This is an optimization exercise on Yosys and OpenROAD, whose aim is small area and a short achievable clock period, not a production implementation. Function was checked by simulation only, so behaviour that the tests miss may differ from the original. The flow treats the clock pin as an ideal source. Dropping or thinning the clock tree relies on that and would not hold on a real chip. Power figures rest on the tool's default switching activity, not on a simulated workload.

==> flow/design.v (excerpt) <==
module mult_unsigned (
	input clk, rst,
	input [15:0] A,
	input [23:0] B,
	output [39:0] result
);
reg [23:0] rb;
reg [7:0] r_one, r_two, r_neg;
reg r_a15;
reg [115:0] r2;
reg [18:0] r3lo;
reg [39:18] r3x, r3y;
reg [39:0] r4, r5;
reg [3:0] v;
wire [16:0] ax = {A, 1'b0};
wire [7:0] e_one, e_two, e_neg;
genvar gi;
generate for (gi = 0; gi < 8; gi = gi + 1) begin : enc
	assign e_one[gi] = ax[2*gi+1] ^ ax[2*gi];
	assign e_two[gi] = (ax[2*gi+2] & ~ax[2*gi+1] & ~ax[2*gi]) | (~ax[2*gi+2] & ax[2*gi+1] & ax[2*gi]);
	assign e_neg[gi] = ax[2*gi+2];
end endgenerate
wire pp1;
wire pp2;
wire pp3;
wire pp4;
wire pp5;
wire pp6;
wire pp7;
wire pp8;
wire pp9;
wire pp10;
wire pp11;
wire pp12;
wire pp13;
wire pp14;
wire pp15;
wire pp16;
wire pp17;
wire pp18;
wire pp19;
wire pp20;
wire pp21;
wire pp22;
wire pp23;
wire pp24;
wire pp25;
wire ns26;
wire pp27;
wire pp28;
wire pp29;
wire pp30;
wire pp31;
wire pp32;
wire pp33;
wire pp34;
wire pp35;
wire pp36;
wire pp37;
wire pp38;
wire pp39;
wire pp40;
wire pp41;
wire pp42;
wire pp43;
wire pp44;
wire pp45;
wire pp46;
wire pp47;
wire pp48;
wire pp49;
wire pp50;
wire pp51;
wire ns52;
wire pp53;
wire pp54;
wire pp55;
wire pp56;
wire pp57;
wire pp58;
wire pp59;
wire pp60;
wire pp61;
wire pp62;
wire pp63;
wire pp64;
wire pp65;
wire pp66;
wire pp67;
wire pp68;
wire pp69;
wire pp70;
wire pp71;
wire pp72;
wire pp73;
wire pp74;
wire pp75;
wire pp76;
wire pp77;
wire ns78;
wire pp79;
wire pp80;
wire pp81;
wire pp82;
wire pp83;
wire pp84;
wire pp85;
wire pp86;
wire pp87;
wire pp88;
wire pp89;
wire pp90;
wire pp91;
wire pp92;
wire pp93;
wire pp94;
wire pp95;
wire pp96;
wire pp97;
wire pp98;
wire pp99;
wire pp100;
wire pp101;
wire pp102;
wire pp103;
wire ns104;
wire pp105;
wire pp106;
wire pp107;
wire pp108;
wire pp109;
wire pp110;
wire pp111;
wire pp112;
wire pp113;
wire pp114;
wire pp115;
wire pp116;
wire pp117;
wire pp118;
wire pp119;
wire pp120;
wire pp121;
wire pp122;
wire pp123;
wire pp124;
wire pp125;
wire pp126;
wire pp127;
wire pp128;
wire pp129;
wire ns130;
wire pp131;
wire pp132;
wire pp133;
wire pp134;
wire pp135;
wire pp136;
wire pp137;
wire pp138;
wire pp139;
wire pp140;
wire pp141;
wire pp142;
wire pp143;
wire pp144;
wire pp145;
wire pp146;
wire pp147;
wire pp148;
  ...
Size in the first run: roughly 310 flip-flops, ~82 I/O pins, roughly 0.017 sq mm of cells after synthesis.
export LEC_CHECK = 0
export CAP_MARGIN = 20
export CORE_MARGIN = 2
export CORE_UTILIZATION = 40
export SETUP_SLACK_MARGIN = 5
export SLEW_MARGIN = 20
export SYNTH_HIERARCHICAL = 1
export SYNTH_MINIMUM_KEEP_SIZE = 0
create_clock -name core_clock -period 8.0 [get_ports {clk}]
standard.sh (not shown) runs the stock make flow with config.mk's settings and CLKGATE_MAP_FILE= SYNTH_SCRIPT=/design/flow/synth_recipe.tcl, a recipe that flattens the netlist after the stock synthesis.
==> flow/flow/run.sh <==
#!/bin/bash
# Layout flow: the standard synthesis unchanged, then the standard ORFS
# steps with plain buffers on the ports and the setup-repair target below.
set -euo pipefail
bash standard.sh synth > synth.log 2>&1
sed -e 's/SETUP_SLACK_MARGIN=[-0-9.]*/SETUP_SLACK_MARGIN=5.6/' standard.sh > layout.sh
export BUFFER_PORTS_ARGS="-buffer_cell sky130_fd_sc_hd__buf_1"
export PRE_CTS_TCL=$(pwd)/flow/manual_cts.tcl MCTS_LEAVES=16 MCTS_ROOTS=4
bash layout.sh finish > layout.log 2>&1
Other scripts of this flow, unchanged in this note and not shown: flow/flow/manual_cts.tcl
Then changed:
--- a/flow/flow/run.sh
+++ b/flow/flow/run.sh
@@ -6 +6 @@
-sed -e 's/SETUP_SLACK_MARGIN=[-0-9.]*/SETUP_SLACK_MARGIN=5.6/' standard.sh > layout.sh
+sed -e 's/SETUP_SLACK_MARGIN=[-0-9.]*/SETUP_SLACK_MARGIN=5.5/' standard.sh > layout.sh
- CAP_MARGIN: 20 -> 0
- SLEW_MARGIN: 20 -> 0
First-iteration DRC count came out higher by about a fifth. Via count came out lower by a few percent. Synthesized area is unchanged.
Then changed:
- CAP_MARGIN: 0 -> 20
- SLEW_MARGIN: 0 -> 20
- TNS_END_PERCENT: unset -> 20
=> The changed run completed without violations. Sequential power barely changes. Sequential cell count stays the same. Combinational power shrinks by about 1%.
Then changed:
--- a/flow/flow/run.sh
+++ b/flow/flow/run.sh
@@ -6 +6 @@
-sed -e 's/SETUP_SLACK_MARGIN=[-0-9.]*/SETUP_SLACK_MARGIN=5.5/' standard.sh > layout.sh
+sed -e 's/SETUP_SLACK_MARGIN=[-0-9.]*/SETUP_SLACK_MARGIN=5.3/' standard.sh > layout.sh
- TNS_END_PERCENT: 20 -> unset
The changed run completed without violations.
First-iteration DRC count goes down by 7.7%.
Flip-flop and latch count stays the same.
Wire length rises by about 0.7%.
Then changed:
--- a/flow/flow/run.sh
+++ b/flow/flow/run.sh
@@ -6 +6 @@
-sed -e 's/SETUP_SLACK_MARGIN=[-0-9.]*/SETUP_SLACK_MARGIN=5.3/' standard.sh > layout.sh
+sed -e 's/SETUP_SLACK_MARGIN=[-0-9.]*/SETUP_SLACK_MARGIN=5.5/' standard.sh > layout.sh
Outcome: The new run finished clean. Design area climbs by 2.1%. Critical path depth grows by 4. Via count stays flat. Routed wire length drops by 0.44%. Area after synthesis stays the same. Die area stays the same. Power rose by 3.0%.
No run of this note takes its clock network from TritonCTS; it comes from the design's own scripts or RTL.

==> afterwards: timing with drivers on the ports <==
The flow's constraints put no driver on any port. The routed layouts listed below were extracted and timed again, unchanged, in two steps.
Step 1: set_driving_cell puts a clkbuf_16 on clk and a buf_2 on each other input, an assumption about the parent block.
Step 2 times the ports against the registers' clock, not the clock port: input delays grow and output delays shrink by t, the midpoint of the rising clock arrivals with the driver on.
Slacks: ideal / step 1 / step 2; pairs: ideal / step 1.
run	t (ns)	setup slack, ns	worst setup path at the end	worst data-port slew with drivers (ns)
the first run	0.430	5.517 / 5.441 / 5.517	register to register	0.04
the second run	0.432	5.548 / 5.439 / 5.548	register to register	0.06
the third run	0.434	5.494 / 5.435 / 5.494	register to register	0.06
the fourth run	0.427	5.405 / 5.405 / 5.405	register to register	0.05
the fifth run	0.433	5.550 / 5.437 / 5.550	register to register	0.06
After both steps setup and hold are still met in every run listed.
